What follows belongs to an exercise in optimizing a design on an open flow for small area; a production flow would make more cautious choices. The RTL was checked by simulation tests, not by an equivalence proof against the original design. Power and IR drop assume default switching activity.

## flow/design.v (module list and top-level ports; edited modules follow where they fit)
// module sprite_rom: 979 lines
// module colour_out: 148 lines
// module tile_rom: 285 lines
// module vga_controller: 31 lines
// module rca: 15 lines
// module color_mapper: 67 lines
// module wal_video: 85 lines
module wal_video (
    input  logic        clk,
    input  logic        rst,         
    input  logic        reg_we,
    input  logic [3:0]  reg_addr,    
    input  logic [31:0] reg_wdata,
    output logic [11:0] vram_addr,
    input  logic [31:0] vram_rdata,
    output logic        hs,
    output logic        vs,
    output logic        vde,
    output logic [3:0]  red,
    output logic [3:0]  green,
    output logic [3:0]  blue
);
  // ...
==> flow/flow/run.sh <==
#!/bin/bash
# Own layout flow: the standard layout (standard.sh), except that
#  - synthesis maps the combinational logic with an area-oriented ABC script
#    (flow/area.script); everything else in synthesis, including the
#    registers, is the standard synthesis (flow/my_synth.tcl is
#    synth_recipe.tcl with the abc call's script swapped);
#  - synthesis leaves adders to ABC instead of mapping them to the
#    library's full/half-adder cells (ADDER_MAP_FILE empty);
#  - port buffers are the smallest buffer (sky130_fd_sc_hd__buf_1).
set -euo pipefail
W=$(pwd)
F=$W/flow
sed "s#SYNTH_SCRIPT=[^ ]*#SYNTH_SCRIPT=$F/my_synth.tcl#" standard.sh > $W/my_standard.sh
grep -q "SYNTH_SCRIPT=$F/my_synth.tcl" $W/my_standard.sh
export MY_ABC_SCRIPT=$F/area.script
export ADDER_MAP_FILE=
export BUFFER_PORTS_ARGS="-buffer_cell sky130_fd_sc_hd__buf_1"
bash $W/my_standard.sh finish > $W/flow_make.log 2>&1
==> flow/flow/area.script <==
strash
ifraig
scorr
dc2
dch -f
amap -m -F 2 -A 6
strash
dch -f
amap -m -F 2 -A 6
topo
==> flow/flow/my_synth.tcl <==
proc synth {args} { yosys synth -nofsm -noshare {*}$args }
proc abc {args} {
  set i [lsearch -exact $args -script]
  if {$i >= 0} { set args [lreplace $args $i [expr {$i+1}] -script $::env(MY_ABC_SCRIPT)] }
  yosys abc {*}$args
}
source $::env(SCRIPTS_DIR)/synth.tcl
# left out here: clear keep_hierarchy, flatten, clean up, hide names made inside functions, write 1_2_yosys.v
==> flow/standard.sh <==
#!/bin/bash
# synth_recipe.tcl (not shown) runs the flow's synth.tcl, then flattens the netlist and writes it again
# the make line also repeats each setting of config.mk as NAME=value (left out here)
make -C /OpenROAD-flow-scripts/flow DESIGN_CONFIG=/design/flow/config.mk WORK_HOME=/design/flow/orfs CLKGATE_MAP_FILE= SYNTH_SCRIPT=/design/flow/synth_recipe.tcl "${@:-finish}"
==> flow/config.mk <==
export PLATFORM = sky130hd
export DESIGN_NAME = wal_video
export DESIGN_NICKNAME = wal_video
export VERILOG_FILES = /design/flow/design.v
export SDC_FILE = /design/flow/constraint.sdc
export NUM_CORES = 4
export LEC_CHECK = 0
export ABC_AREA = 1
export CAP_MARGIN = 0
export CORE_MARGIN = 2
export CORE_UTILIZATION = 40
export CTS_CLUSTER_DIAMETER = 70
export CTS_CLUSTER_SIZE = 24
export SLEW_MARGIN = 0
export SYNTH_MEMORY_MAX_BITS = 32768
==> flow/constraint.sdc <==
create_clock -name core_clock -period 18.0 [get_ports {clk}]
set_input_delay 3.6000 -clock core_clock [delete_from_list [all_inputs] [get_ports {clk}]]
set_output_delay 3.6000 -clock core_clock [all_outputs]
set_load 0.01 [all_outputs]
==> metrics.cfg, run 1 <==
[yosys]
yosysWarnings=3
synth.distinct_cells=51
yosysTopAreaCell=edfxtp_1

[worst_setup_path]
critPathKind=flip-flop to output pin
worstPathMaxFanout=24
critical_path.top_delay_family=compound AO/OA/AOI/OAI gates
r2r_end=vga.y[9]$_SDFFE_PP0P_
critical_path_buf_inv_count=8

[sta]
worst_slack_ns=1.049
fmax_mhz=58.99
rsz0062_at_grt=false

[cts]
htree_levels=1

[route]
drt_iter0_drc=1774
vias=14290

[placement]
port_buffers=93
place_area_sq_mm=0.01601

[floorplan]
die_w_um=194.8
pin_count=98

[power_and_ir_drop]
p_comb_share_pct=11.4
peakVddDrop_v=0.00009343

[outcome]
status=timing/DRC/antenna clean

[global_route]
use_met3_pct=5.275
grt_pass1_vias=13140

[finish]
final_util_pct=46.67
stdcell_area_sq_mm=0.01668
drive_gt1_share_pct=5.825
comb.multi_input.count=1199

[worst_hold_path]
holdCritStartpoint=vga.y[9]$_SDFFE_PP0P_

==> run 2, diff against run 1 <==
==> flow/design.v (replaced) <==
module sprite_rom(img, dy, c, code);
  input [1:0] img;
  wire [1:0] img;
  input [4:0] dy;
  wire [4:0] dy;
  input [3:0] c;
  wire [3:0] c;
  output [2:0] code;
  wire [2:0] code;
  wire _0_;
  wire _100_;
  wire _101_;
  wire _102_;
  wire _103_;
  wire _104_;
  wire _105_;
  wire _106_;
  wire _107_;
  wire _108_;
  wire _109_;
  wire _10_;
  wire _110_;
  wire _111_;
  wire _112_;
  wire _113_;
  wire _114_;
  wire _115_;
  wire _116_;
  wire _117_;
  wire _118_;
  wire _119_;
  wire _11_;
  wire _120_;
  wire _121_;
  wire _122_;
  wire _123_;
  wire _124_;
  wire _125_;
  wire _126_;
  wire _127_;
  wire _128_;
  wire _129_;
  wire _12_;
  wire _130_;
  wire _131_;
  wire _132_;
  wire _133_;
  wire _134_;
  wire _135_;
  wire _136_;
  wire _137_;
  wire _138_;
  wire _139_;
  wire _13_;
  wire _140_;
  wire _141_;
  wire _142_;
  wire _143_;
  wire _144_;
  wire _145_;
  wire _146_;
  wire _147_;
  wire _148_;
  wire _149_;
  wire _14_;
  wire _150_;
  wire _151_;
  wire _152_;
  wire _153_;
  wire _154_;
  wire _155_;
  wire _156_;
  wire _157_;
  wire _158_;
  wire _159_;
  wire _15_;
  wire _160_;
  wire _161_;
  wire _162_;
  wire _163_;
  wire _164_;
  wire _165_;
  wire _166_;
  wire _167_;
  wire _168_;
  wire _169_;
  wire _16_;
  wire _170_;
  wire _171_;
  wire _172_;
  wire _173_;
  wire _174_;
  wire _175_;
  wire _176_;
  wire _177_;
  wire _178_;
  wire _179_;
  wire _17_;
  wire _180_;
  wire _181_;
  wire _182_;
  wire _183_;
  wire _184_;
  wire _185_;
  wire _186_;
  wire _187_;
  wire _188_;
  wire _189_;
  wire _18_;
  wire _190_;
  wire _191_;
  wire _192_;
  wire _193_;
  wire _194_;
  wire _195_;
  wire _196_;
  wire _197_;
  wire _198_;
  wire _199_;
  wire _19_;
  wire _1_;
  wire _200_;
  wire _201_;
  wire _202_;
  wire _203_;
  wire _204_;
  wire _205_;
  wire _206_;
  wire _207_;
  wire _208_;
  wire _209_;
  wire _20_;
  wire _210_;
  wire _211_;
  wire _212_;
  wire _213_;
  wire _214_;
  wire _215_;
  wire _216_;
  wire _217_;
  wire _218_;
  wire _219_;
  wire _21_;
  wire _220_;
  wire _221_;
  wire _222_;
  wire _223_;
  wire _224_;
  wire _225_;
  wire _226_;
  wire _227_;
  wire _228_;
  wire _229_;
  wire _22_;
  wire _230_;
  wire _231_;
  wire _232_;
  wire _233_;
  wire _234_;
  wire _235_;
  wire _236_;
  wire _237_;
  wire _238_;
  wire _239_;
  wire _23_;
  wire _240_;
  wire _241_;
  wire _242_;
  wire _243_;
  wire _244_;
  wire _245_;
  wire _246_;
  wire _247_;
  wire _248_;
  wire _249_;
  wire _24_;
  wire _250_;
  wire _251_;
  wire _252_;
  wire _253_;
  wire _254_;
  wire _255_;
  wire _256_;
  wire _257_;
  wire _258_;
  wire _259_;
  wire _25_;
  wire _260_;
  wire _261_;
  wire _262_;
  wire _263_;
  wire _264_;
  wire _265_;
  wire _266_;
  wire _267_;
  wire _268_;
  wire _269_;
  wire _26_;
  wire _270_;
  wire _271_;
  wire _272_;
  wire _273_;
  wire _274_;
  wire _275_;
  wire _276_;
  wire _277_;
  wire _278_;
  wire _279_;
  wire _27_;
  wire _280_;
  wire _281_;
  wire _282_;
  wire _283_;
  wire _284_;
  wire _285_;
  wire _286_;
  wire _287_;
  wire _288_;
  wire _289_;
  wire _28_;
  wire _290_;
  wire _291_;
  wire _292_;
  wire _293_;
  wire _294_;
  wire _295_;
  wire _296_;
  wire _297_;
  wire _298_;
  wire _299_;
  wire _29_;
  wire _2_;
  wire _300_;
  wire _301_;
  wire _302_;
  wire _303_;
  wire _304_;
  wire _305_;
  wire _306_;
  wire _307_;
  wire _308_;
  wire _309_;
  wire _30_;
  wire _310_;
  wire _311_;
  wire _312_;
  wire _313_;
  wire _314_;
  wire _315_;
  wire _316_;
  wire _317_;
  wire _318_;
  wire _319_;
  wire _31_;
  wire _320_;
  wire _321_;
  wire _322_;
  wire _323_;
  wire _324_;
  wire _325_;
  wire _326_;
  wire _327_;
  wire _328_;
  wire _329_;
  wire _32_;
  wire _330_;
  wire _331_;
  wire _332_;
  wire _333_;
  wire _334_;
  wire _335_;
  wire _336_;
  wire _337_;
  wire _338_;
  wire _339_;
  wire _33_;
  wire _340_;
  wire _341_;
  wire _342_;
  wire _343_;
  wire _344_;
  wire _345_;
  wire _346_;
  wire _347_;
  wire _348_;
  wire _349_;
  wire _34_;
  wire _350_;
  wire _351_;
  wire _352_;
  wire _353_;
  wire _354_;
  wire _355_;
  wire _356_;
  wire _357_;
  wire _358_;
  wire _359_;
  wire _35_;
  wire _360_;
  wire _361_;
  wire _362_;
  wire _363_;
  wire _364_;
  wire _365_;
  wire _366_;
  wire _367_;
  wire _368_;
  wire _369_;
  wire _36_;
  wire _370_;
  wire _371_;
  wire _372_;
  wire _373_;
  wire _374_;
  wire _375_;
  wire _376_;
  wire _377_;
  wire _378_;
  wire _379_;
  wire _37_;
  wire _380_;
  wire _381_;
  wire _382_;
  wire _383_;
  wire _384_;
  wire _385_;
  wire _386_;
  wire _387_;
  wire _388_;
  wire _389_;
  wire _38_;
  wire _390_;
  wire _391_;
  wire _392_;
  wire _393_;
  wire _394_;
  wire _395_;
  wire _396_;
  wire _397_;
  wire _398_;
  wire _399_;
  wire _39_;
  wire _3_;
  wire _400_;
  wire _401_;
  wire _402_;
  wire _403_;
  wire _404_;
  wire _405_;
  wire _406_;
  wire _407_;
  wire _408_;
  wire _409_;
  wire _40_;
  wire _410_;
  wire _411_;
  wire _412_;
  wire _413_;
  wire _414_;
  wire _415_;
  wire _416_;
  wire _417_;
  wire _418_;
  wire _419_;
  wire _41_;
  wire _420_;
  wire _421_;
  wire _42_;
  wire _43_;
  wire _44_;
  wire _45_;
  wire _46_;
  wire _47_;
  wire _48_;
  wire _49_;
  wire _4_;
  wire _50_;
  wire _51_;
  wire _52_;
  wire _53_;
  wire _54_;
  wire _55_;
  wire _56_;
  wire _57_;
  wire _58_;
  wire _59_;
  wire _5_;
  wire _60_;
  wire _61_;
  wire _62_;
  wire _63_;
  wire _64_;
  wire _65_;
  wire _66_;
  wire _67_;
  wire _68_;
  wire _69_;
  wire _6_;
  wire _70_;
  wire _71_;
  wire _72_;
  wire _73_;
  wire _74_;
  wire _75_;
  wire _76_;
  wire _77_;
  wire _78_;
  wire _79_;
  wire _7_;
  wire _80_;
  wire _81_;
  wire _82_;
  wire _83_;
  wire _84_;
  wire _85_;
  wire _86_;
  wire _87_;
  wire _88_;
  wire _89_;
  wire _8_;
  wire _90_;
  wire _91_;
  wire _92_;
  wire _93_;
  wire _94_;
  wire _95_;
  wire _96_;
  wire _97_;
  wire _98_;
  wire _99_;
  wire _9_;
  assign _407_ = 4'h8 >> { c[1], c[2] };
  assign _406_ = 4'h1 >> { c[1], c[2] };
  assign _405_ = 4'h1 >> { _406_, _407_ };
  assign _404_ = 4'h8 >> { c[0], c[2] };
  assign _403_ = 4'h1 >> { c[0], c[2] };
  assign _402_ = 4'h1 >> { _403_, _404_ };
  assign _401_ = 4'h8 >> { _402_, _405_ };
  assign _400_ = 4'h8 >> { c[3], c[1] };
  assign _399_ = 4'h1 >> { c[3], c[1] };
  assign _398_ = 4'h1 >> { _399_, _400_ };
  assign _397_ = 4'h1 >> { c[3], c[0] };
  assign _396_ = 4'h8 >> { c[3], c[0] };
  assign _395_ = 4'h1 >> { _396_, _397_ };
  assign _394_ = 4'h8 >> { _395_, _398_ };
  assign _393_ = 4'h4 >> c[3:2];
  assign _392_ = 4'h2 >> c[3:2];
  assign _391_ = 4'h1 >> { _392_, _393_ };
  assign _390_ = 4'h1 >> dy[2:1];
  assign _389_ = 4'h1 >> { _390_, _391_ };
  assign _388_ = 4'h1 >> { _389_, _394_ };
  assign _387_ = 4'h4 >> { dy[0], c[0] };
  assign _386_ = 4'h2 >> { dy[0], c[0] };
  assign _385_ = 4'h1 >> { _386_, _387_ };
  assign _384_ = 4'h4 >> { _385_, _393_ };
  assign _383_ = 4'h1 >> { _385_, _392_ };
  assign _382_ = 4'h1 >> { _383_, _384_ };
  assign _381_ = 4'h8 >> { _382_, dy[0] };
  assign _380_ = 4'h2 >> { _381_, _388_ };
  assign _379_ = 4'h1 >> { _395_, dy[0] };
  assign _378_ = 4'h1 >> { _379_, _380_ };
  assign _377_ = 4'h1 >> dy[1:0];
  assign _376_ = 4'h4 >> { _377_, _397_ };
  assign _375_ = 4'h1 >> { _376_, dy[2] };
  assign _374_ = 4'h1 >> { _387_, _404_ };
  assign _373_ = 4'h1 >> { _385_, dy[1] };
  assign _372_ = 4'h4 >> { _373_, _374_ };
  assign _371_ = 4'h1 >> { _372_, _375_ };
  assign _370_ = 4'h1 >> { _371_, _378_ };
  assign _369_ = 4'h1 >> { _370_, _405_ };
  assign _368_ = 4'h1 >> { _369_, _401_ };
  assign _367_ = 4'h8 >> c[1:0];
  assign _366_ = 4'h1 >> { _387_, dy[1] };
  assign _365_ = 4'h4 >> { _366_, _367_ };
  assign _364_ = 4'h2 >> { _365_, _391_ };
  assign _363_ = 4'h8 >> dy[1:0];
  assign _362_ = 4'h2 >> c[1:0];
  assign _361_ = 4'h8 >> { _362_, _363_ };
  assign _360_ = 4'h1 >> { _361_, _391_ };
  assign _359_ = 4'h1 >> { _360_, _364_ };
  assign _358_ = 4'h4 >> dy[1:0];
  assign _357_ = 4'h4 >> { _358_, c[1] };
  assign _356_ = 4'h8 >> { dy[1], c[1] };
  assign _355_ = 4'h8 >> { _356_, dy[0] };
  assign _354_ = 4'h1 >> { _355_, _357_ };
  assign _353_ = 4'h8 >> { _403_, c[3] };
  assign _352_ = 4'h4 >> { _353_, _354_ };
  assign _351_ = 4'h1 >> { _352_, _359_ };
  assign _350_ = 4'h4 >> { _391_, _405_ };
  assign _349_ = 4'h1 >> { _370_, dy[3] };
  assign _348_ = 4'h1 >> { _349_, _390_ };
  assign _347_ = 4'h4 >> { _348_, _368_ };
  assign _346_ = 4'h4 >> { _377_, dy[3] };
  assign _345_ = 4'h8 >> { _363_, dy[2] };
  assign _344_ = 4'h2 >> dy[3:2];
  assign _343_ = 4'h1 >> { _344_, _390_ };
  assign _342_ = 4'h4 >> { _343_, _345_ };
  assign _341_ = 4'h1 >> { _342_, _398_ };
  assign _340_ = 4'h1 >> { _341_, _346_ };
  assign _339_ = 4'h4 >> { _340_, _347_ };
  assign _338_ = 4'h8 >> c[3:2];
  assign _337_ = 4'h4 >> dy[3:2];
  assign _336_ = 4'h1 >> { _337_, _344_ };
  assign _335_ = 4'h1 >> { _336_, _338_ };
  assign _334_ = 4'h1 >> { _335_, _377_ };
  assign _333_ = 4'h2 >> { _334_, _339_ };
  assign _332_ = 4'h4 >> c[1:0];
  assign _331_ = 4'h1 >> { _332_, _362_ };
  assign _330_ = 4'h1 >> { _331_, c[3] };
  assign _329_ = 4'h8 >> { _367_, dy[1] };
  assign _328_ = 4'h1 >> { _329_, dy[3] };
  assign _327_ = 4'h4 >> { _328_, _330_ };
  assign _326_ = 4'h1 >> { _327_, _380_ };
  assign _325_ = 4'h2 >> { dy[3], dy[1] };
  assign _324_ = 4'h4 >> { _325_, _326_ };
  assign _323_ = 4'h2 >> { _367_, c[3] };
  assign _322_ = 4'h2 >> { _391_, dy[1] };
  assign _321_ = 4'h1 >> { _322_, _323_ };
  assign _320_ = 4'h8 >> { _338_, _355_ };
  assign _319_ = 4'h8 >> { _357_, _402_ };
  assign _318_ = 4'h1 >> { _319_, _320_ };
  assign _317_ = 4'h4 >> { _318_, _321_ };
  assign _316_ = 4'h4 >> { _405_, c[0] };
  assign _315_ = 4'h1 >> { _316_, dy[1] };
  assign _314_ = 4'h4 >> { _315_, _317_ };
  assign _313_ = 4'h1 >> { _314_, _324_ };
  assign _312_ = 4'h2 >> { _313_, _385_ };
  assign _311_ = 4'h4 >> { _356_, _374_ };
  assign _310_ = 4'h8 >> dy[3:2];
  assign _309_ = 4'h4 >> { _310_, _355_ };
  assign _308_ = 4'h1 >> { _309_, _311_ };
  assign _307_ = 4'h2 >> { _387_, c[2] };
  assign _306_ = 4'h4 >> { _307_, c[3] };
  assign _305_ = 4'h2 >> dy[1:0];
  assign _304_ = 4'h4 >> { c[3], c[0] };
  assign _303_ = 4'h8 >> { _304_, _305_ };
  assign _302_ = 4'h1 >> { _393_, _407_ };
  assign _301_ = 4'h4 >> { _302_, _303_ };
  assign _300_ = 4'h4 >> { _301_, _306_ };
  assign _299_ = 4'h1 >> { _300_, _308_ };
  assign _298_ = 4'h2 >> { _377_, _393_ };
  assign _297_ = 4'h2 >> { _298_, _395_ };
  assign _296_ = 4'h2 >> { _297_, _337_ };
  assign _295_ = 4'h8 >> { _316_, _325_ };
  assign _294_ = 4'h4 >> { _395_, _404_ };
  assign _293_ = 4'h2 >> { _294_, _344_ };
  assign _292_ = 4'h1 >> { _293_, _295_ };
  assign _291_ = 4'h4 >> { _292_, _296_ };
  assign _290_ = 4'h4 >> { _291_, _299_ };
  assign _289_ = 4'h4 >> { _290_, _312_ };
  assign _288_ = 4'h4 >> { _289_, _333_ };
  assign _287_ = 4'h1 >> { _288_, _350_ };
  assign _286_ = 4'h2 >> { _370_, dy[3] };
  assign _285_ = 4'h1 >> { _401_, dy[0] };
  assign _284_ = 4'h2 >> { _407_, dy[0] };
  assign _283_ = 4'h2 >> { _284_, c[2] };
  assign _282_ = 4'h4 >> { _283_, _285_ };
  assign _281_ = 4'h1 >> { _282_, _404_ };
  assign _280_ = 4'h2 >> { _281_, _323_ };
  assign _279_ = 4'h8 >> { _398_, dy[0] };
  assign _278_ = 4'h2 >> { _285_, dy[1] };
  assign _277_ = 4'h1 >> { _278_, _279_ };
  assign _276_ = 4'h8 >> { _277_, _326_ };
  assign _275_ = 4'h2 >> { _276_, dy[2] };
  assign _274_ = 4'h4 >> { _275_, _280_ };
  assign _273_ = 4'h2 >> { _305_, c[2] };
  assign _272_ = 4'h1 >> { _273_, _401_ };
  assign _271_ = 4'h4 >> { _390_, dy[0] };
  assign _270_ = 4'h4 >> { _271_, _272_ };
  assign _269_ = 4'h2 >> { _270_, dy[3] };
  assign _268_ = 4'h4 >> { _269_, _274_ };
  assign _267_ = 4'h8 >> { _268_, c[0] };
  assign _266_ = 4'h1 >> { _267_, _286_ };
  assign _265_ = 4'h2 >> { _266_, _287_ };
  assign _264_ = 4'h8 >> { _339_, dy[3] };
  assign _263_ = 4'h1 >> { _362_, _405_ };
  assign _262_ = 4'h4 >> { _263_, _402_ };
  assign _261_ = 4'h1 >> { dy[1], c[1] };
  assign _260_ = 4'h1 >> { _261_, _356_ };
  assign _259_ = 4'h4 >> { _260_, _385_ };
  assign _258_ = 4'h2 >> { _260_, _307_ };
  assign _257_ = 4'h1 >> { _258_, _365_ };
  assign _256_ = 4'h4 >> { _257_, _259_ };
  assign _255_ = 4'h1 >> { _256_, dy[3] };
  assign _254_ = 4'h1 >> { _255_, _262_ };
  assign _253_ = 4'h4 >> { _254_, _264_ };
  assign _252_ = 4'h1 >> { _253_, _265_ };
  assign _251_ = 4'h2 >> { _272_, dy[3] };
  assign _250_ = 4'h1 >> { _251_, dy[1] };
  assign _249_ = 4'h2 >> { _250_, _275_ };
  assign _248_ = 4'h1 >> { _251_, c[3] };
  assign _247_ = 4'h1 >> { _363_, dy[2] };
  assign _246_ = 4'h2 >> { _247_, _394_ };
  assign _245_ = 4'h8 >> { _246_, _250_ };
  assign _244_ = 4'h4 >> { _245_, _275_ };
  assign _243_ = 4'h1 >> { _244_, _248_ };
  assign _242_ = 4'h4 >> { _243_, _249_ };
  assign _241_ = 4'h4 >> { _242_, _252_ };
  assign _240_ = 4'h1 >> { _241_, _351_ };
  assign _239_ = 4'h8 >> { _240_, _368_ };
  assign _238_ = 4'h8 >> { _331_, _350_ };
  assign _237_ = 4'h2 >> { _238_, _344_ };
  assign _236_ = 4'h8 >> { _377_, _391_ };
  assign _235_ = 4'h4 >> { _236_, _405_ };
  assign _234_ = 4'h2 >> { _235_, _237_ };
  assign _233_ = 4'h8 >> { _386_, _405_ };
  assign _232_ = 4'h2 >> { _233_, _325_ };
  assign _231_ = 4'h1 >> { _232_, _234_ };
  assign _230_ = 4'h1 >> { _387_, dy[2] };
  assign _229_ = 4'h1 >> { _230_, _388_ };
  assign _228_ = 4'h4 >> { _229_, _231_ };
  assign _227_ = 4'h4 >> { _228_, _239_ };
  assign _226_ = 4'h1 >> { img[1], dy[4] };
  assign _225_ = 4'h8 >> { _365_, _400_ };
  assign _224_ = 4'h2 >> { _225_, _326_ };
  assign _223_ = 4'h4 >> { _224_, _275_ };
  assign _222_ = 4'h2 >> { _223_, _226_ };
  assign _221_ = 4'h4 >> { _222_, _227_ };
  assign _220_ = 4'h2 >> { dy[0], c[2] };
  assign _219_ = 4'h8 >> { _220_, _261_ };
  assign _218_ = 4'h8 >> { _219_, c[0] };
  assign _217_ = 4'h2 >> { _218_, _268_ };
  assign _216_ = 4'h8 >> { _377_, _388_ };
  assign _215_ = 4'h2 >> { _216_, _234_ };
  assign _214_ = 4'h8 >> { _363_, c[0] };
  assign _213_ = 4'h1 >> { _214_, c[2] };
  assign _212_ = 4'h8 >> { _363_, _393_ };
  assign _211_ = 4'h1 >> { _212_, _362_ };
  assign _210_ = 4'h4 >> { _211_, _236_ };
  assign _209_ = 4'h2 >> { _210_, _213_ };
  assign _208_ = 4'h2 >> { _209_, _215_ };
  assign _207_ = 4'h1 >> { _208_, _217_ };
  assign _206_ = 4'h1 >> { _207_, _370_ };
  assign _205_ = 4'h1 >> { _367_, dy[3] };
  assign _204_ = 4'h8 >> { _205_, _298_ };
  assign _203_ = 4'h8 >> { _204_, _230_ };
  assign _202_ = 4'h4 >> { img[1], dy[4] };
  assign _201_ = 4'h4 >> { _202_, _203_ };
  assign _200_ = 4'h4 >> { _201_, _206_ };
  assign _199_ = 4'h4 >> { _339_, _391_ };
  assign _198_ = 4'h2 >> { _199_, dy[4] };
  assign _197_ = 4'h8 >> { _246_, dy[3] };
  assign _196_ = 4'h4 >> { _390_, _395_ };
  assign _195_ = 4'h1 >> { _196_, _346_ };
  assign _194_ = 4'h1 >> { _195_, _398_ };
  assign _193_ = 4'h2 >> { _246_, _391_ };
  assign _192_ = 4'h1 >> { _193_, _194_ };
  assign _191_ = 4'h4 >> { _192_, _197_ };
  assign _190_ = 4'h8 >> { dy[0], c[0] };
  assign _189_ = 4'h2 >> { _190_, _388_ };
  assign _188_ = 4'h2 >> { dy[3], c[3] };
  assign _187_ = 4'h8 >> { img[1], c[2] };
  assign _186_ = 4'h8 >> { _187_, _390_ };
  assign _185_ = 4'h8 >> { _186_, _188_ };
  assign _184_ = 4'h8 >> { _185_, _189_ };
  assign _183_ = 4'h1 >> { _184_, _191_ };
  assign _182_ = 4'h2 >> { _183_, _263_ };
  assign _181_ = 4'h8 >> { _182_, _349_ };
  assign _180_ = 4'h1 >> { _377_, _398_ };
  assign _179_ = 4'h2 >> { _379_, dy[1] };
  assign _178_ = 4'h1 >> { _179_, _180_ };
  assign _177_ = 4'h8 >> { _178_, _215_ };
  assign _176_ = 4'h1 >> { _177_, _181_ };
  assign _175_ = 4'h8 >> { _176_, _198_ };
  assign _174_ = 4'h1 >> { _175_, img[0] };
  assign _173_ = 4'h4 >> { _174_, _200_ };
  assign _172_ = 4'h4 >> { _173_, _221_ };
  assign _171_ = 4'h2 >> { _361_, dy[2] };
  assign _170_ = 4'h8 >> { _171_, dy[0] };
  assign _169_ = 4'h8 >> { _396_, _405_ };
  assign _168_ = 4'h1 >> { _329_, _363_ };
  assign _167_ = 4'h1 >> { _168_, _169_ };
  assign _166_ = 4'h4 >> { _167_, _170_ };
  assign _165_ = 4'h4 >> { _166_, _391_ };
  assign _164_ = 4'h1 >> { _165_, _215_ };
  assign _163_ = 4'h1 >> { _164_, _240_ };
  assign _162_ = 4'h2 >> { _363_, _407_ };
  assign _161_ = 4'h4 >> { _162_, _366_ };
  assign _160_ = 4'h2 >> { _161_, _163_ };
  assign _159_ = 4'h4 >> { _160_, _218_ };
  assign _158_ = 4'h4 >> { _388_, _404_ };
  assign _157_ = 4'h1 >> { _158_, _241_ };
  assign _156_ = 4'h1 >> { _268_, _401_ };
  assign _155_ = 4'h1 >> { _156_, _157_ };
  assign _154_ = 4'h1 >> { _365_, _398_ };
  assign _153_ = 4'h8 >> { _154_, _368_ };
  assign _152_ = 4'h2 >> { _153_, _337_ };
  assign _151_ = 4'h4 >> { _152_, _155_ };
  assign _150_ = 4'h2 >> { _386_, c[3] };
  assign _149_ = 4'h4 >> { _150_, _331_ };
  assign _148_ = 4'h1 >> { _149_, _241_ };
  assign _147_ = 4'h4 >> { _404_, dy[2] };
  assign _146_ = 4'h1 >> { _147_, _345_ };
  assign _145_ = 4'h8 >> { _146_, _269_ };
  assign _144_ = 4'h4 >> { _145_, _148_ };
  assign _143_ = 4'h2 >> { _144_, _202_ };
  assign _142_ = 4'h4 >> { _143_, _151_ };
  assign _141_ = 4'h4 >> { _142_, _159_ };
  assign _140_ = 4'h8 >> { _305_, _405_ };
  assign _139_ = 4'h2 >> { _140_, _317_ };
  assign _138_ = 4'h8 >> { _139_, _234_ };
  assign _137_ = 4'h2 >> { _138_, _226_ };
  assign _136_ = 4'h4 >> { _137_, _241_ };
  assign _135_ = 4'h2 >> { _363_, dy[2] };
  assign _134_ = 4'h8 >> { _135_, _180_ };
  assign _133_ = 4'h8 >> { _405_, c[0] };
  assign _132_ = 4'h1 >> { _133_, _310_ };
  assign _131_ = 4'h1 >> { _132_, _365_ };
  assign _130_ = 4'h4 >> { _131_, _134_ };
  assign _129_ = 4'h8 >> { dy[3], c[0] };
  assign _128_ = 4'h4 >> { _129_, _358_ };
  assign _127_ = 4'h8 >> { dy[2], c[2] };
  assign _126_ = 4'h4 >> { _127_, _377_ };
  assign _125_ = 4'h4 >> { _126_, _129_ };
  assign _124_ = 4'h1 >> { _125_, _128_ };
  assign _123_ = 4'h1 >> { _403_, c[1] };
  assign _122_ = 4'h8 >> { _123_, _124_ };
  assign _121_ = 4'h1 >> { _122_, _388_ };
  assign _120_ = 4'h1 >> { _260_, c[0] };
  assign _119_ = 4'h1 >> { _310_, _406_ };
  assign _118_ = 4'h8 >> { _119_, _120_ };
  assign _117_ = 4'h2 >> { _118_, _121_ };
  assign _116_ = 4'h4 >> { _117_, _130_ };
  assign _115_ = 4'h2 >> { _116_, dy[4] };
  assign _114_ = 4'h2 >> { _115_, img[0] };
  assign _113_ = 4'h4 >> { _114_, _136_ };
  assign _112_ = 4'h4 >> { _113_, _141_ };
  assign code[1] = 4'he >> { _112_, _172_ };
  assign _111_ = 4'h1 >> { dy[1], c[0] };
  assign _110_ = 4'h1 >> { _124_, _304_ };
  assign _109_ = 4'h1 >> { _110_, _111_ };
  assign _108_ = 4'h4 >> { _109_, _160_ };
  assign _107_ = 4'h8 >> { _111_, _160_ };
  assign _106_ = 4'h1 >> { _107_, _213_ };
  assign _105_ = 4'h4 >> { _106_, _108_ };
  assign _104_ = 4'h8 >> { _105_, _344_ };
  assign _103_ = 4'h2 >> { _105_, _317_ };
  assign _102_ = 4'h2 >> { _103_, _161_ };
  assign _101_ = 4'h2 >> { _102_, _337_ };
  assign _100_ = 4'h1 >> { _101_, _104_ };
  assign _99_ = 4'h1 >> { _214_, _406_ };
  assign _98_ = 4'h2 >> { _99_, _380_ };
  assign _97_ = 4'h4 >> { _219_, _380_ };
  assign _96_ = 4'h1 >> { _97_, _98_ };
  assign _95_ = 4'h4 >> { _96_, _100_ };
  assign _94_ = 4'h8 >> { dy[1], c[2] };
  assign _93_ = 4'h2 >> { _94_, _354_ };
  assign _92_ = 4'h1 >> { _93_, _370_ };
  assign _91_ = 4'h2 >> { _284_, _370_ };
  assign _90_ = 4'h1 >> { _91_, _406_ };
  assign _89_ = 4'h1 >> { _90_, dy[1] };
  assign _88_ = 4'h1 >> { _89_, _92_ };
  assign _87_ = 4'h1 >> { _88_, _227_ };
  assign _86_ = 4'h2 >> { _385_, _407_ };
  assign _85_ = 4'h2 >> { _86_, _188_ };
  assign _84_ = 4'h4 >> { _85_, _225_ };
  assign _83_ = 4'h4 >> { _84_, _87_ };
  assign _82_ = 4'h8 >> { _367_, dy[0] };
  assign _81_ = 4'h1 >> { _82_, _357_ };
  assign _80_ = 4'h8 >> { _81_, _287_ };
  assign _79_ = 4'h2 >> { _80_, c[3] };
  assign _78_ = 4'h2 >> { _402_, dy[0] };
  assign _77_ = 4'h1 >> { _78_, dy[1] };
  assign _76_ = 4'h1 >> { _77_, _323_ };
  assign _75_ = 4'h4 >> { _76_, _282_ };
  assign _74_ = 4'h8 >> { _75_, _231_ };
  assign _73_ = 4'h1 >> { _403_, c[3] };
  assign _72_ = 4'h8 >> { _73_, _260_ };
  assign _71_ = 4'h1 >> { _260_, _392_ };
  assign _70_ = 4'h2 >> { _71_, _385_ };
  assign _69_ = 4'h4 >> { _70_, _72_ };
  assign _68_ = 4'h4 >> { _69_, _231_ };
  assign _67_ = 4'h8 >> { _350_, _366_ };
  assign _66_ = 4'h2 >> { _67_, dy[2] };
  assign _65_ = 4'h4 >> { _66_, _68_ };
  assign _64_ = 4'h4 >> { _65_, _74_ };
  assign _63_ = 4'h1 >> { _64_, _299_ };
  assign _62_ = 4'h2 >> { _63_, dy[3] };
  assign _61_ = 4'h4 >> { _62_, _79_ };
  assign _60_ = 4'h4 >> { _61_, _163_ };
  assign _59_ = 4'h8 >> { _226_, img[0] };
  assign _58_ = 4'h4 >> { _59_, _60_ };
  assign _57_ = 4'h4 >> { _58_, _83_ };
  assign _56_ = 4'h4 >> { _57_, _95_ };
  assign _55_ = 4'h8 >> { _144_, c[3] };
  assign _54_ = 4'h8 >> { _55_, _105_ };
  assign _53_ = 4'h2 >> { _322_, c[1] };
  assign _52_ = 4'h1 >> { _350_, c[1] };
  assign _51_ = 4'h4 >> { _52_, _236_ };
  assign _50_ = 4'h1 >> { _51_, _53_ };
  assign _49_ = 4'h8 >> { _50_, _368_ };
  assign _48_ = 4'h2 >> { _49_, _337_ };
  assign _47_ = 4'h4 >> { _48_, _54_ };
  assign _46_ = 4'h8 >> { _94_, c[3] };
  assign _45_ = 4'h1 >> { _46_, _225_ };
  assign _44_ = 4'h1 >> { _45_, _189_ };
  assign _43_ = 4'h2 >> { _44_, _62_ };
  assign _42_ = 4'h1 >> { _120_, _190_ };
  assign _41_ = 4'h1 >> { _42_, _370_ };
  assign _40_ = 4'h1 >> { _393_, dy[2] };
  assign _39_ = 4'h4 >> { _260_, dy[0] };
  assign _38_ = 4'h4 >> { _39_, _40_ };
  assign _37_ = 4'h4 >> { _345_, c[2] };
  assign _36_ = 4'h2 >> { _345_, _392_ };
  assign _35_ = 4'h1 >> { _36_, _37_ };
  assign _34_ = 4'h4 >> { _35_, _38_ };
  assign _33_ = 4'h4 >> { _34_, _41_ };
  assign _32_ = 4'h1 >> { _33_, _231_ };
  assign _31_ = 4'h2 >> { _32_, _202_ };
  assign _30_ = 4'h4 >> { _31_, _43_ };
  assign _29_ = 4'h4 >> { _30_, _47_ };
  assign _28_ = 4'h1 >> { _121_, c[1] };
  assign _27_ = 4'h2 >> { _28_, _392_ };
  assign _26_ = 4'h1 >> { _163_, _406_ };
  assign _25_ = 4'h2 >> { _407_, c[3] };
  assign _24_ = 4'h4 >> { _25_, _26_ };
  assign _23_ = 4'h1 >> { _24_, _27_ };
  assign _22_ = 4'h1 >> { _23_, _310_ };
  assign _21_ = 4'h8 >> { _263_, dy[1] };
  assign _20_ = 4'h8 >> { _338_, _363_ };
  assign _19_ = 4'h8 >> { _190_, _407_ };
  assign _18_ = 4'h1 >> { _19_, _20_ };
  assign _17_ = 4'h4 >> { _18_, _236_ };
  assign _16_ = 4'h8 >> { _17_, _171_ };
  assign _15_ = 4'h4 >> { _16_, _21_ };
  assign _14_ = 4'h8 >> { _15_, _326_ };
  assign _13_ = 4'h4 >> { _337_, c[0] };
  assign _12_ = 4'h8 >> { _13_, _219_ };
  assign _11_ = 4'h2 >> { _12_, dy[4] };
  assign _10_ = 4'h4 >> { _11_, _14_ };
  assign _9_ = 4'h4 >> { _10_, _22_ };
  assign _8_ = 4'h2 >> { _9_, img[0] };
  assign _7_ = 4'h4 >> { _8_, _29_ };
  assign _6_ = 4'h4 >> { _226_, _287_ };
  assign _5_ = 4'h4 >> { _183_, _234_ };
  assign _4_ = 4'h1 >> { _322_, _363_ };
  assign _3_ = 4'h2 >> { _4_, _237_ };
  assign _2_ = 4'h4 >> { _3_, _368_ };
  assign _1_ = 4'h1 >> { _2_, _5_ };
  assign _0_ = 4'h2 >> { _1_, _198_ };
  assign _421_ = 4'h1 >> { _377_, dy[3] };
  assign _420_ = 4'h2 >> { _421_, _385_ };
  assign _419_ = 4'h1 >> { _420_, c[2] };
  assign _418_ = 4'h1 >> { _419_, _166_ };
  assign _417_ = 4'h2 >> { _418_, _317_ };
  assign _416_ = 4'h2 >> { _417_, _202_ };
  assign _415_ = 4'h4 >> { _416_, _64_ };
  assign _414_ = 4'h4 >> { _415_, _152_ };
  assign _413_ = 4'h1 >> { _414_, img[0] };
  assign _412_ = 4'h4 >> { _413_, _0_ };
  assign _411_ = 4'h4 >> { _412_, _6_ };
  assign _410_ = 4'h1 >> { _411_, _7_ };
  assign code[0] = 4'h1 >> { _410_, _56_ };
  assign _409_ = 4'h8 >> { _226_, _337_ };
  assign _408_ = 4'h8 >> { _409_, _382_ };
  assign code[2] = 4'h4 >> { _408_, code[1] };
endmodule
module colour_out(t, tfg, code, water, act, rgb);
  input [6:0] t;
  wire [6:0] t;
  input tfg;
  wire tfg;
  input [2:0] code;
  wire [2:0] code;
  input water;
  wire water;
  input act;
  wire act;
  output [11:0] rgb;
  wire [11:0] rgb;
  wire _0_;
  wire _10_;
  wire _11_;
  wire _12_;
  wire _13_;
  wire _14_;
  wire _15_;
  wire _16_;
  wire _17_;
  wire _18_;
  wire _19_;
  wire _1_;
  wire _20_;
  wire _21_;
  wire _22_;
  wire _23_;
  wire _24_;
  wire _25_;
  wire _26_;
  wire _27_;
  wire _28_;
  wire _29_;
  wire _2_;
  wire _30_;
  wire _31_;
  wire _32_;
  wire _33_;
  wire _34_;
  wire _35_;
  wire _36_;
  wire _37_;
  wire _38_;
  wire _39_;
  wire _3_;
  wire _40_;
  wire _41_;
  wire _42_;
  wire _43_;
  wire _44_;
  wire _45_;
  wire _46_;
  wire _47_;
  wire _48_;
  wire _49_;
  wire _4_;
  wire _50_;
  wire _51_;
  wire _52_;
  wire _53_;
  wire _54_;
  wire _55_;
  wire _56_;
  wire _57_;
  wire _5_;
  wire _6_;
  wire _7_;
  wire _8_;
  wire _9_;
  assign _52_ = 4'h2 >> { rgb[11], _4_ };
  assign rgb[0] = 4'he >> { _52_, _54_ };
  assign _51_ = 4'h2 >> { _22_, _27_ };
  assign _50_ = 4'h2 >> { _51_, rgb[0] };
  assign rgb[7] = 4'he >> { _50_, _7_ };
  assign _49_ = 4'h4 >> { rgb[7], _11_ };
  assign _48_ = 4'h1 >> { _2_, _21_ };
  assign _47_ = 4'h1 >> { _48_, _49_ };
  assign _46_ = 4'h1 >> { _47_, _54_ };
  assign _45_ = 4'h4 >> { _11_, code[0] };
  assign _44_ = 4'h1 >> { _45_, _7_ };
  assign rgb[6] = 4'h7 >> { _44_, _57_ };
  assign _43_ = 4'h1 >> { rgb[6], rgb[11] };
  assign _42_ = 4'h2 >> { _43_, _46_ };
  assign _41_ = 4'h8 >> { _46_, t[3] };
  assign _40_ = 4'h2 >> { _41_, _43_ };
  assign rgb[8] = 4'h1 >> { _40_, _42_ };
  assign _39_ = 4'h8 >> { _11_, code[0] };
  assign rgb[5] = 4'hd >> { _39_, _47_ };
  assign _38_ = 4'h8 >> { _24_, _27_ };
  assign _37_ = 4'h8 >> { _38_, t[0] };
  assign _36_ = 4'h4 >> { _39_, water };
  assign _35_ = 4'h1 >> { _36_, _13_ };
  assign _34_ = 4'h4 >> { _35_, _37_ };
  assign rgb[4] = 4'hb >> { _34_, _49_ };
  assign rgb[3] = 4'he >> { rgb[0], _7_ };
  assign rgb[1] = 4'h2 >> { _38_, rgb[0] };
  assign _33_ = 4'h1 >> code[1:0];
  assign _32_ = 4'h4 >> { act, code[2] };
  assign _31_ = 4'h4 >> { _32_, _33_ };
  assign _30_ = 4'h1 >> { t[5], t[6] };
  assign _29_ = 4'h4 >> { _30_, t[4] };
  assign _28_ = 4'h4 >> { _29_, _31_ };
  assign _27_ = 4'h4 >> { _28_, t[3] };
  assign _26_ = 4'h2 >> { _31_, tfg };
  assign _25_ = 4'h4 >> { _26_, _27_ };
  assign _24_ = 4'h2 >> { tfg, t[1] };
  assign _23_ = 4'h1 >> { _24_, t[3] };
  assign _22_ = 4'h4 >> { tfg, t[1] };
  assign _21_ = 4'h2 >> { _22_, _23_ };
  assign _20_ = 4'h1 >> { t[2], t[0] };
  assign _19_ = 4'h2 >> { _20_, t[3] };
  assign _18_ = 4'h1 >> t[2:1];
  assign _17_ = 4'h8 >> t[2:1];
  assign _16_ = 4'h1 >> { _17_, _18_ };
  assign _15_ = 4'h1 >> { _16_, _19_ };
  assign _14_ = 4'h8 >> { _15_, _28_ };
  assign _13_ = 4'h4 >> { _14_, _21_ };
  assign _12_ = 4'h2 >> { _13_, _25_ };
  assign _11_ = 4'h8 >> { _32_, code[1] };
  assign _10_ = 4'h4 >> { _11_, water };
  assign _9_ = 4'h4 >> { code[2], water };
  assign _8_ = 4'h8 >> { _9_, act };
  assign _7_ = 4'h8 >> { _8_, _33_ };
  assign _6_ = 4'h1 >> { _7_, _10_ };
  assign _5_ = 4'h4 >> { _6_, _12_ };
  assign _4_ = 4'h8 >> { _16_, _27_ };
  assign _3_ = 4'h4 >> { _4_, t[0] };
  assign _2_ = 4'h1 >> { _3_, _13_ };
  assign _1_ = 4'h2 >> { _2_, _23_ };
  assign rgb[10] = 4'hd >> { _1_, _5_ };
  assign _0_ = 4'h8 >> { _3_, _22_ };
  assign _57_ = 4'h1 >> { _0_, _25_ };
  assign _56_ = 4'h4 >> { _57_, _2_ };
  assign rgb[9] = 4'hd >> { _56_, _5_ };
  assign _55_ = 4'h1 >> { _11_, _12_ };
  assign _54_ = 4'h2 >> { _55_, _6_ };
  assign _53_ = 4'h1 >> { _2_, _18_ };
  assign rgb[11] = 4'hd >> { _53_, _5_ };
  assign rgb[2] = rgb[1];
endmodule
module tile_rom(t, y, x, fg);
  input [3:0] t;
  wire [3:0] t;
  input [3:0] y;
  wire [3:0] y;
  input [2:0] x;
  wire [2:0] x;
  output fg;
  wire fg;
  wire _0_;
  wire _100_;
  wire _101_;
  wire _102_;
  wire _103_;
  wire _104_;
  wire _105_;
  wire _106_;
  wire _107_;
  wire _108_;
  wire _109_;
  wire _10_;
  wire _110_;
  wire _111_;
  wire _112_;
  wire _113_;
  wire _114_;
  wire _115_;
  wire _116_;
  wire _117_;
  wire _118_;
  wire _119_;
  wire _11_;
  wire _120_;
  wire _121_;
  wire _122_;
  wire _123_;
  wire _124_;
  wire _125_;
  wire _126_;
  wire _127_;
  wire _128_;
  wire _129_;
  wire _12_;
  wire _130_;
  wire _131_;
  wire _132_;
  wire _133_;
  wire _134_;
  wire _135_;
  wire _136_;
  wire _13_;
  wire _14_;
  wire _15_;
  wire _16_;
  wire _17_;
  wire _18_;
  wire _19_;
  wire _1_;
  wire _20_;
  wire _21_;
  wire _22_;
  wire _23_;
  wire _24_;
  wire _25_;
  wire _26_;
  wire _27_;
  wire _28_;
  wire _29_;
  wire _2_;
  wire _30_;
  wire _31_;
  wire _32_;
  wire _33_;
  wire _34_;
  wire _35_;
  wire _36_;
  wire _37_;
  wire _38_;
  wire _39_;
  wire _3_;
  wire _40_;
  wire _41_;
  wire _42_;
  wire _43_;
  wire _44_;
  wire _45_;
  wire _46_;
  wire _47_;
  wire _48_;
  wire _49_;
  wire _4_;
  wire _50_;
  wire _51_;
  wire _52_;
  wire _53_;
  wire _54_;
  wire _55_;
  wire _56_;
  wire _57_;
  wire _58_;
  wire _59_;
  wire _5_;
  wire _60_;
  wire _61_;
  wire _62_;
  wire _63_;
  wire _64_;
  wire _65_;
  wire _66_;
  wire _67_;
  wire _68_;
  wire _69_;
  wire _6_;
  wire _70_;
  wire _71_;
  wire _72_;
  wire _73_;
  wire _74_;
  wire _75_;
  wire _76_;
  wire _77_;
  wire _78_;
  wire _79_;
  wire _7_;
  wire _80_;
  wire _81_;
  wire _82_;
  wire _83_;
  wire _84_;
  wire _85_;
  wire _86_;
  wire _87_;
  wire _88_;
  wire _89_;
  wire _8_;
  wire _90_;
  wire _91_;
  wire _92_;
  wire _93_;
  wire _94_;
  wire _95_;
  wire _96_;
  wire _97_;
  wire _98_;
  wire _99_;
  wire _9_;
  assign _124_ = 4'h4 >> { x[2], y[0] };
  assign _123_ = 4'h1 >> { _124_, x[1] };
  assign _122_ = 4'h4 >> { y[2], x[0] };
  assign _121_ = 4'h4 >> { _122_, _123_ };
  assign _120_ = 4'h8 >> x[1:0];
  assign _119_ = 4'h1 >> x[1:0];
  assign _118_ = 4'h1 >> { _119_, _120_ };
  assign _117_ = 4'h4 >> y[1:0];
  assign _116_ = 4'h8 >> { _117_, _118_ };
  assign _115_ = 4'h8 >> x[2:1];
  assign _114_ = 4'h8 >> { y[0], x[0] };
  assign _113_ = 4'h4 >> { _114_, _115_ };
  assign _112_ = 4'h2 >> { _113_, t[1] };
  assign _111_ = 4'h4 >> { _112_, _116_ };
  assign _110_ = 4'h4 >> { _111_, _121_ };
  assign _109_ = 4'h4 >> { y[2], x[2] };
  assign _108_ = 4'h1 >> { x[2], x[0] };
  assign _107_ = 4'h2 >> { _108_, y[1] };
  assign _106_ = 4'h2 >> { _107_, _109_ };
  assign _105_ = 4'h8 >> { _106_, _120_ };
  assign _104_ = 4'h2 >> { y[2], x[2] };
  assign _103_ = 4'h4 >> { y[1], x[1] };
  assign _102_ = 4'h2 >> y[1:0];
  assign _101_ = 4'h4 >> { _102_, x[0] };
  assign _100_ = 4'h1 >> { _101_, _103_ };
  assign _99_ = 4'h2 >> { _100_, _104_ };
  assign _98_ = 4'h1 >> { _99_, _105_ };
  assign _97_ = 4'h8 >> { _98_, _110_ };
  assign _96_ = 4'h1 >> { _97_, t[2] };
  assign _95_ = 4'h1 >> { _96_, t[3] };
  assign _94_ = 4'h2 >> { y[1], x[1] };
  assign _93_ = 4'h2 >> { y[0], x[0] };
  assign _92_ = 4'h2 >> y[2:1];
  assign _91_ = 4'h2 >> { _92_, _93_ };
  assign _90_ = 4'h4 >> { y[0], x[0] };
  assign _89_ = 4'h1 >> { _90_, _104_ };
  assign _88_ = 4'h1 >> { _89_, y[2] };
  assign _87_ = 4'h1 >> { _88_, _91_ };
  assign _86_ = 4'h1 >> { _87_, _94_ };
  assign _85_ = 4'h1 >> { _103_, _109_ };
  assign _84_ = 4'h1 >> { _85_, _93_ };
  assign _83_ = 4'h4 >> { _94_, _109_ };
  assign _82_ = 4'h8 >> { _83_, _89_ };
  assign _81_ = 4'h1 >> { _82_, t[3] };
  assign _80_ = 4'h4 >> { _81_, _84_ };
  assign _79_ = 4'h4 >> { _80_, _86_ };
  assign _78_ = 4'h4 >> y[3:2];
  assign _77_ = 4'h2 >> y[3:2];
  assign _76_ = 4'h1 >> { _77_, _78_ };
  assign _75_ = 4'h2 >> { _76_, _117_ };
  assign _74_ = 4'h8 >> { x[2], y[0] };
  assign _73_ = 4'h1 >> { _74_, x[1] };
  assign _72_ = 4'h8 >> y[1:0];
  assign _71_ = 4'h2 >> { _72_, x[1] };
  assign _70_ = 4'h4 >> { _76_, _103_ };
  assign _69_ = 4'h4 >> { _70_, _71_ };
  assign _68_ = 4'h1 >> { _69_, _73_ };
  assign _67_ = 4'h4 >> { _78_, _124_ };
  assign _66_ = 4'h1 >> { _67_, _68_ };
  assign _65_ = 4'h2 >> { _66_, _75_ };
  assign _64_ = 4'h1 >> { _68_, _75_ };
  assign _63_ = 4'h8 >> { x[2], x[0] };
  assign _62_ = 4'h1 >> { _63_, _108_ };
  assign _61_ = 4'h2 >> { _62_, _78_ };
  assign _60_ = 4'h2 >> { _61_, _90_ };
  assign _59_ = 4'h1 >> { _60_, _93_ };
  assign _58_ = 4'h1 >> { t[2], t[0] };
  assign _57_ = 4'h8 >> { _58_, t[3] };
  assign _56_ = 4'h4 >> { _57_, _115_ };
  assign _55_ = 4'h4 >> { _56_, _59_ };
  assign _54_ = 4'h4 >> { _55_, _64_ };
  assign _53_ = 4'h4 >> { _54_, _65_ };
  assign _52_ = 4'h1 >> { _53_, _79_ };
  assign _51_ = 4'h1 >> { _52_, t[1] };
  assign _50_ = 4'h1 >> { _51_, _95_ };
  assign _49_ = 4'h4 >> { _72_, y[3] };
  assign _48_ = 4'h8 >> { _72_, y[2] };
  assign _47_ = 4'h1 >> y[1:0];
  assign _46_ = 4'h4 >> { _47_, y[3] };
  assign _45_ = 4'h1 >> { _46_, _48_ };
  assign _44_ = 4'h2 >> { _47_, _109_ };
  assign _43_ = 4'h2 >> { _44_, _45_ };
  assign _42_ = 4'h1 >> { _43_, _49_ };
  assign _41_ = 4'h1 >> { _42_, _104_ };
  assign _40_ = 4'h2 >> { y[3], x[0] };
  assign _39_ = 4'h4 >> { _40_, _91_ };
  assign _38_ = 4'h1 >> { _39_, x[1] };
  assign _37_ = 4'h4 >> { _38_, _41_ };
  assign _36_ = 4'h8 >> { _41_, x[1] };
  assign _35_ = 4'h1 >> { _36_, t[0] };
  assign _34_ = 4'h4 >> { _35_, _37_ };
  assign _33_ = 4'h1 >> { _107_, y[2] };
  assign _32_ = 4'h4 >> { y[3], t[0] };
  assign _31_ = 4'h4 >> { _32_, _33_ };
  assign _30_ = 4'h4 >> { _106_, _119_ };
  assign _29_ = 4'h1 >> { _30_, _31_ };
  assign _28_ = 4'h8 >> { _29_, _59_ };
  assign _27_ = 4'h4 >> { y[1], x[0] };
  assign _26_ = 4'h4 >> { _104_, _120_ };
  assign _25_ = 4'h4 >> { _26_, _27_ };
  assign _24_ = 4'h2 >> { _25_, t[0] };
  assign _23_ = 4'h1 >> { _24_, _31_ };
  assign _22_ = 4'h1 >> { _23_, _59_ };
  assign _21_ = 4'h1 >> { _22_, t[1] };
  assign _20_ = 4'h4 >> { _21_, _28_ };
  assign _19_ = 4'h4 >> { _20_, _34_ };
  assign _18_ = 4'h4 >> { _62_, _67_ };
  assign _17_ = 4'h2 >> { _77_, _118_ };
  assign _16_ = 4'h1 >> { _17_, _18_ };
  assign _15_ = 4'h2 >> { _45_, t[0] };
  assign _14_ = 4'h1 >> { _15_, _16_ };
  assign _13_ = 4'h8 >> y[2:1];
  assign _12_ = 4'h8 >> { _13_, y[3] };
  assign _11_ = 4'h1 >> { _12_, t[0] };
  assign _10_ = 4'h8 >> { _77_, _118_ };
  assign _9_ = 4'h4 >> { _10_, _45_ };
  assign _8_ = 4'h1 >> { _9_, _11_ };
  assign _7_ = 4'h4 >> { _8_, _14_ };
  assign _6_ = 4'h8 >> { _47_, _61_ };
  assign _5_ = 4'h2 >> { _118_, y[2] };
  assign _4_ = 4'h1 >> { y[3], y[1] };
  assign _3_ = 4'h4 >> { _4_, _5_ };
  assign _2_ = 4'h4 >> { _118_, y[2] };
  assign _1_ = 4'h4 >> { _48_, _118_ };
  assign _0_ = 4'h2 >> { _102_, y[3] };
  assign _136_ = 4'h1 >> { _0_, _1_ };
  assign _135_ = 4'h4 >> { _136_, _2_ };
  assign _134_ = 4'h4 >> { _135_, _3_ };
  assign _133_ = 4'h1 >> { _134_, _6_ };
  assign _132_ = 4'h2 >> { _72_, _118_ };
  assign _131_ = 4'h1 >> { _132_, _62_ };
  assign _130_ = 4'h1 >> { _131_, t[0] };
  assign _129_ = 4'h4 >> { _130_, _133_ };
  assign _128_ = 4'h1 >> { _129_, _7_ };
  assign _127_ = 4'h2 >> { _128_, t[1] };
  assign _126_ = 4'h2 >> { _127_, t[2] };
  assign _125_ = 4'h4 >> { _126_, _19_ };
  assign fg = 4'h1 >> { _125_, _50_ };
endmodule
module vga_controller (
    input  logic       clk,
    input  logic       rst,
    output logic [9:0] x,        
    output logic [9:0] y,        
    output logic       hs,
    output logic       vs,
    output logic       vde
);
    logic       xlast, ylast;
    logic [9:0] ci, inc, yn;
    logic [10:0] c;
    assign xlast = (x == 10'd799);
    assign ylast = (y == 10'd524);
    assign ci   = xlast ? y : x;
    assign c[0] = 1'b1;
    for (genvar i = 0; i < 10; i++) begin : g_inc
        assign inc[i]  = ci[i] ^ c[i];
        assign c[i+1]  = ci[i] & c[i];
    end
    assign yn = rst ? 10'd0 : xlast ? (ylast ? 10'd0 : inc) : y;
    always_ff @(posedge clk) begin
        x  <= (rst | xlast) ? 10'd0 : inc;
        y  <= yn;
        hs <= ~rst & ~((x >= 10'd655) & (x <= 10'd750));
        vs <= ~rst & ~((y == 10'd489) | (y == 10'd490));
    end
    assign vde = ~(x[9] & (x[8] | x[7])) & ~y[9] & ~(y[8] & y[7] & y[6] & y[5]);
endmodule
module rca #(parameter int W = 8) (
    input  logic [W-1:0] a,
    input  logic [W-1:0] b,
    input  logic         ci,
    output logic [W-1:0] s,
    output logic         co
);
    logic [W:0] c;
    assign c[0] = ci;
    for (genvar i = 0; i < W; i++) begin : g
        assign s[i]   = a[i] ^ b[i] ^ c[i];
        assign c[i+1] = (a[i] & b[i]) | (c[i] & (a[i] ^ b[i]));
    end
    assign co = c[W];
endmodule
module color_mapper (
    input  logic [9:0]      x,
    input  logic [9:0]      y,
    input  logic [7:0]      scene,
    output logic [11:0]     vram_addr,
    input  logic [31:0]     vram_rdata,
    input  logic [9:0]      hit,       
    input  logic [9:0][2:0] ty,        
    input  logic [9:0][3:0] sxl,       
    input  logic [9:0][4:0] syl,       
    output logic [3:0]      red,
    output logic [3:0]      green,
    output logic [3:0]      blue
);
    logic [9:0] u, v;
    logic [7:0] hi;
    logic       co1, co2, co3;
    rca #(10) a_u (.a({scene[4:0], y[8:4]}), .b(~{1'b0, scene, 1'b0}), .ci(1'b1), .s(u), .co(co1));
    rca #(10) a_v (.a(u), .b({7'd0, x[9:7]}), .ci(1'b0), .s(v), .co(co2));
    rca #(8)  a_h (.a(v[9:2]), .b(u[7:0]), .ci(1'b0), .s(hi), .co(co3));
    assign vram_addr = {hi, v[1:0], x[6:5]};
    logic [6:0] t;
    always_comb begin
        case (x[4:3])
            2'd0: t = vram_rdata[6:0];
            2'd1: t = vram_rdata[14:8];
            2'd2: t = vram_rdata[22:16];
            default: t = vram_rdata[30:24];
        endcase
    end
    logic tfg;
    tile_rom tr (.t(t[3:0]), .y(y[3:0]), .x(x[2:0]), .fg(tfg));
    logic [9:0] win, prior;
    assign prior[0] = 1'b0;
    for (genvar i = 1; i < 10; i++) begin : g_pri
        assign prior[i] = prior[i-1] | hit[i-1];
    end
    assign win = hit & ~prior;
    logic       any;
    logic [2:0] wty;
    logic [3:0] wsx;
    logic [4:0] wsy;
    always_comb begin
        wty = 3'd0;
        wsx = 4'd0;
        wsy = 5'd0;
        for (int i = 0; i < 10; i++) begin
            wty = wty | (ty[i]  & {3{win[i]}});
            wsx = wsx | (sxl[i] & {4{win[i]}});
            wsy = wsy | (syl[i] & {5{win[i]}});
        end
    end
    assign any = prior[9] | hit[9];
    logic [3:0] dx, c;
    logic [4:0] dy;
    logic [2:0] code;
    logic       cox, coy;
    rca #(4) a_dx (.a(x[3:0]), .b(~wsx), .ci(1'b1), .s(dx), .co(cox));
    rca #(5) a_dy (.a(y[4:0]), .b(~wsy), .ci(1'b1), .s(dy), .co(coy));
    assign c = dx ^ {4{wty[0]}};
    sprite_rom sr (.img(wty[2:1]), .dy(dy), .c(c), .code(code));
    colour_out co (
        .t(t), .tfg(tfg), .code(code), .water(wty[2]),
        .act(any & ~(~wty[1] & wty[0])),    
        .rgb({red, green, blue})
    );
endmodule
module wal_video (
    input  logic        clk,
    input  logic        rst,         
    input  logic        reg_we,
    input  logic [3:0]  reg_addr,    
    input  logic [31:0] reg_wdata,
    output logic [11:0] vram_addr,
    input  logic [31:0] vram_rdata,
    output logic        hs,
    output logic        vs,
    output logic        vde,
    output logic [3:0]  red,
    output logic [3:0]  green,
    output logic [3:0]  blue
);
    logic [9:0] x, y;
    vga_controller vga (
        .clk(clk), .rst(rst), .x(x), .y(y),
        .hs(hs), .vs(vs), .vde(vde)
    );
    logic [7:0]      scene;
    logic [9:0][9:0] sx;
    logic [9:0][8:0] sy;
    logic [9:0][2:0] ty;
    logic [9:0]      hit;
    logic [9:0][3:0] sxl;
    logic [9:0][4:0] syl;
    logic [11:0] wsx, wsy;
    logic [6:0]  wtype;
    logic        wvalid;
    logic [2:0]  wty;
    assign wsx    = reg_wdata[23:12];
    assign wsy    = reg_wdata[11:0];
    assign wtype  = reg_wdata[30:24];
    assign wvalid = reg_wdata[31] & (wsx[11:10] == 2'd0) & ~(wsx[9] & (wsx[8] | wsx[7]))
                  & (wsy[11:9] == 3'd0) & ~(wsy[8] & wsy[7] & wsy[6] & wsy[5]);
    always_comb begin
        case (wtype)
            7'd0:    wty = 3'b000;
            7'd1:    wty = 3'b010;
            7'd2:    wty = 3'b011;
            7'd3:    wty = 3'b100;
            7'd4:    wty = 3'b110;
            7'd5:    wty = 3'b111;
            default: wty = 3'b001;
        endcase
    end
    always_ff @(posedge clk) begin
        if (reg_we && reg_addr == 4'd10)
            scene <= reg_wdata[7:0];
    end
    logic [5:0] xh1;
    logic [3:0] yh1;
    logic       cxh, cyh;
    rca #(6) a_xh (.a(x[9:4]), .b(6'h3f), .ci(1'b0), .s(xh1), .co(cxh));
    rca #(4) a_yh (.a(y[8:5]), .b(4'hf), .ci(1'b0), .s(yh1), .co(cyh));
    for (genvar i = 0; i < 10; i++) begin : g_spr
        logic we, ltx, lty, hx, hy, nbx, nby;
        logic [3:0] dxs;
        logic [4:0] dys;
        assign we  = reg_we && (reg_addr == 4'(i));
        rca #(4) a_lx (.a(x[3:0]), .b(~sx[i][3:0]), .ci(1'b1), .s(dxs), .co(nbx));
        rca #(5) a_ly (.a(y[4:0]), .b(~sy[i][4:0]), .ci(1'b1), .s(dys), .co(nby));
        assign ltx = ~nbx;
        assign lty = ~nby;
        assign hx  = ltx ? (xh1 == sx[i][9:4]) : (x[9:4] == sx[i][9:4]);
        assign hy  = lty ? (yh1 == sy[i][8:5]) : (y[8:5] == sy[i][8:5]);
        assign hit[i] = hx & hy;
        assign sxl[i] = sx[i][3:0];
        assign syl[i] = sy[i][4:0];
        always_ff @(posedge clk) begin
            if (we) begin
                sx[i] <= wsx[9:0];
                sy[i] <= wvalid ? wsy[8:0] : 9'd480;
                ty[i] <= wty;
            end
        end
    end
    color_mapper cm (
        .x(x), .y(y), .scene(scene),
        .vram_addr(vram_addr), .vram_rdata(vram_rdata),
        .hit(hit), .ty(ty), .sxl(sxl), .syl(syl),
        .red(red), .green(green), .blue(blue)
    );
endmodule
==> flow/flow/run.sh (replaced) <==
#!/bin/bash
# Own layout flow: the standard layout (standard.sh), except that
#  - synthesis maps the combinational logic with an area-oriented ABC script
#    (flow/area.script); everything else in synthesis, including the
#    registers, is the standard synthesis (flow/my_synth.tcl is
#    synth_recipe.tcl with the abc call's script swapped);
#  - synthesis leaves adders to ABC instead of mapping them to the
#    library's full/half-adder cells (ADDER_MAP_FILE empty);
#  - port buffers are the smallest buffer (sky130_fd_sc_hd__buf_1);
#  - clock tree synthesis without dummy loads (CTS_ARGS: the standard
#    arguments with CTS_CLUSTER_SIZE / CTS_CLUSTER_DIAMETER from config.mk,
#    plus -dont_use_dummy_load).
set -euo pipefail
W=$(pwd)
F=$W/flow
sed "s#SYNTH_SCRIPT=[^ ]*#SYNTH_SCRIPT=$F/my_synth.tcl#" standard.sh > $W/my_standard.sh
grep -q "SYNTH_SCRIPT=$F/my_synth.tcl" $W/my_standard.sh
export MY_ABC_SCRIPT=$F/area.script
export ADDER_MAP_FILE=
export BUFFER_PORTS_ARGS="-buffer_cell sky130_fd_sc_hd__buf_1"
export CTS_ARGS="-sink_clustering_enable -repair_clock_nets -sink_clustering_size 24 -sink_clustering_max_diameter 70 -dont_use_dummy_load"
bash $W/my_standard.sh finish > $W/flow_make.log 2>&1
==> flow/flow/area.script (replaced) <==
strash
ifraig
scorr
dc2
dch -f
amap -m -F 2 -A 6
strash
dch -f
amap -m -F 2 -A 6
strash
dch -f
amap -m -F 2 -A 6
topo
==> flow/config.mk (replaced) <==
export PLATFORM = sky130hd
export DESIGN_NAME = wal_video
export DESIGN_NICKNAME = wal_video
export VERILOG_FILES = /design/flow/design.v
export SDC_FILE = /design/flow/constraint.sdc
export NUM_CORES = 4
export LEC_CHECK = 0
export ABC_AREA = 1
export CAP_MARGIN = 20
export CORE_MARGIN = 2
export CORE_UTILIZATION = 40
export CTS_CLUSTER_DIAMETER = 70
export CTS_CLUSTER_SIZE = 24
export PLACE_DENSITY = 0.95
export SLEW_MARGIN = 20
export SYNTH_MEMORY_MAX_BITS = 32768
==> run 2 against run 1 <==
Effect of this change:
- fmax fell by 0.64%
- non-clock buffer count increased by 106
- sequential power about the same
- flip-flop and latch count is the same
- clock skew up 0.0020 ns
- design area grew 1.4%
- sequential share of layout area shrank 0.58 points
- cell count is essentially flat
- largest cell class unchanged
==> metrics.cfg, run 2 <==
[outcome]
status=timing/DRC/antenna clean  ; unchanged

[worst_hold_path]
holdCritStartpoint=vga.y[9]$_SDFFE_PP0P_  ; unchanged
hold_path.class=flip-flop to flip-flop  ; unchanged
hold_end=vga.y[9]$_SDFFE_PP0P_  ; unchanged
whs_path_depth=2  ; was 1

[yosys]
yosysWarnings=3  ; unchanged
synth_most_common_cell=nor2_1  ; unchanged
synth.distinct_cells=51  ; unchanged
syn_area_sq_mm=0.01420  ; was 0.01457 sq mm
synth_ff_type=edfxtp_1  ; unchanged
yosysTopAreaCell=edfxtp_1  ; unchanged
synth_edf_count=228  ; unchanged

[placement]
gp_congestion=1.014  ; was 0.9799
port_buffers=93  ; unchanged
hpwlAfterDp_um=37830  ; was 39730 um

[route]
drt_iter0_drc=3152  ; was 1774
wl_per_cell_um=23.50  ; was 23.53 um
via_per_inst=6.711  ; was 6.216
vias=15410  ; was 14290

[worst_setup_path]
reg2reg_setup_slack_ns=14.07  ; was 13.30 ns
critical_path.top_delay_family=compound AO/OA/AOI/OAI gates  ; unchanged
r2r_end=vga.y[9]$_SDFFE_PP0P_  ; unchanged
critical_path_buf_inv_count=17  ; was 8
required_ns=14.40  ; about the same
critPathKind=flip-flop to output pin  ; unchanged
crit_arrival_ns=13.46  ; was 13.35 ns
slowest_stage=a2111oi_0  ; was clkinv_1
worstPathMaxFanout=28  ; was 24

[finish]
layout_commonest_cell=nor2_1  ; unchanged
top_regs=sx (100), sy (90), ty (30)  ; unchanged
largest_reg_flops=100  ; unchanged
drive_gt1_share_pct=11.83  ; was 5.825%

[floorplan]
pin_count=98  ; unchanged
chipHeight_um=192.4  ; was 194.8 um
die_w_um=192.4  ; was 194.8 um

[cts]
postCtsHoldBufs=0  ; unchanged
clockBufferDepth=3  ; unchanged
htree_levels=1  ; unchanged
cts_buffers=15  ; was 19

[global_route]
use_met3_pct=9.620  ; was 5.275%
use_met2_pct=45.78  ; was 42.41%
overflow=0  ; unchanged
grt_first_pass_wirelength_um=81060  ; was 80650 um
grt_pass1_vias=14770  ; was 13140

[sta]
slew_headroom_pct=23.51  ; was 22.66%
fmax_mhz=58.62  ; was 58.99 MHz
worst_pin_slew_ns=1.145  ; was 1.160 ns

[job]
cap_violations=0  ; unchanged

[power_and_ir_drop]
peakVddDrop_v=0.00005038  ; was 0.00009343 V

run 2: changes by cell type after synthesis, sizes merged, moves of 8 or more:
cell	change
clkinv	-43
a21oi	-53
o21ai	+33
nand2	+20
nor3	-22
o22ai	+16
a211oi	-11
xnor2	+8
nor2	-34
run 2: worst max path at each step:
stage / slack (ns) / cells past startpoint / end
floorplan: 1.88 / 65 / red[0]
global placement: 1.45 / 70 / red[0]
detailed placement: 1.27 / 70 / red[0]
CTS: 0.58 / 68 / red[0]
global route: -0.14 / 78 / red[0]
finish: 0.94 / 66 / red[0]
run 2: timing repair:
| item | 4_1_cts | 5_1_grt |
|---|---|---|
| setup endpoints to repair | 0 | 12 |
| setup buffers | 0 | 2 |
| gates resized for setup | 0 | 30 |
run 2: layer usage:
layer  wire [um]  share of wire (%)
met1       17590                 33
met2       23630                 44
met3        8912                 17
met4        3818                7.1
met5           0                  0
run 2: stage by stage:
step                setup WS, ns  setup TNS (ns)  instance area [sq um]  utilization [%]  cells
floorplan                  1.875               0                  14200                -   1559
global placement           1.447               0                  16430            46.54   2279
detailed placement         1.266               0                  16430            46.54   2279
CTS                       0.5807               0                  16810            47.60   2294
global route             -0.1435         -0.1435                  16910            47.89   2296
finish                    0.9397               0                  16910            47.89   2296
run 2: kinds of logic after synthesis:
group                     after synthesis  synth area share [%]
AOI/OAI and AO/OA                     625                 28.40
DFF                                   250                 51.30
and+or+nand+nor                       512                 15.15
buffers and inverters                 157                 4.228
xor gates and xnor gates               15                0.9248
run 2: power breakdown:
| group | switching [W] | internal, W |
|---|---|---|
| clock network | 0.000179 | 0.000149 |
| registers | 0.00000637 | 0.000640 |
| logic | 0.000104 | 0.0000593 |
| total | 0.000289 | 0.000849 |
run 2: area by class of cell:
type | instances | area [sq um]
sequential | 250 | 7289
multi-input combinational | 1152 | 6451
inverter | 154 | 585.6
fill | 3015 | 18400
tap | 461 | 576.8
timing repair buffer | 264 | 1633
clock buffer | 15 | 375.4
run 2: worst register-to-register path, cell delays in order (launching register included):
cell	delay (ns)
dfxtp_1	0.39
clkinvlp_4	0.29
nor2_1	0.39
nand3_1	0.19
or3_1	0.41
nor2_1	0.15
clkinv_1	0.23
o21ai_0	0.35
or2_0	0.26
or3_1	0.19
nor2_1	0.08
nand2_1	0.10
clkinv_1	0.07
nand2_1	0.07
clkinv_1	0.08
nand2_1	0.10
nor2_1	0.08
a21oi_1	0.20
o22ai_1	0.11

[static timing again, ports no longer ideal]
The results above use ideal ports. As a check the final layouts listed here were re-extracted and re-timed, cells and wires unchanged.
Step 1: set_driving_cell puts a clkbuf_16 on clk and a buf_2 on each other input, an assumption about the parent block.
Step 2, shift: input delay + t, output delay - t, t = (earliest + latest rising clock arrival at the registers) / 2. This alone moves slack from input paths to output paths.
Three values: no drivers, after step 1, after step 2; two values: the first two.
| run | t (ns) | setup slack, ns |
|---|---|---|
| run 1 | 0.561 | 1.049 / 1.001 / 1.562 |
| run 2 | 0.520 | 0.940 / 0.894 / 1.413 |
After both steps setup and hold are still met in every run listed.
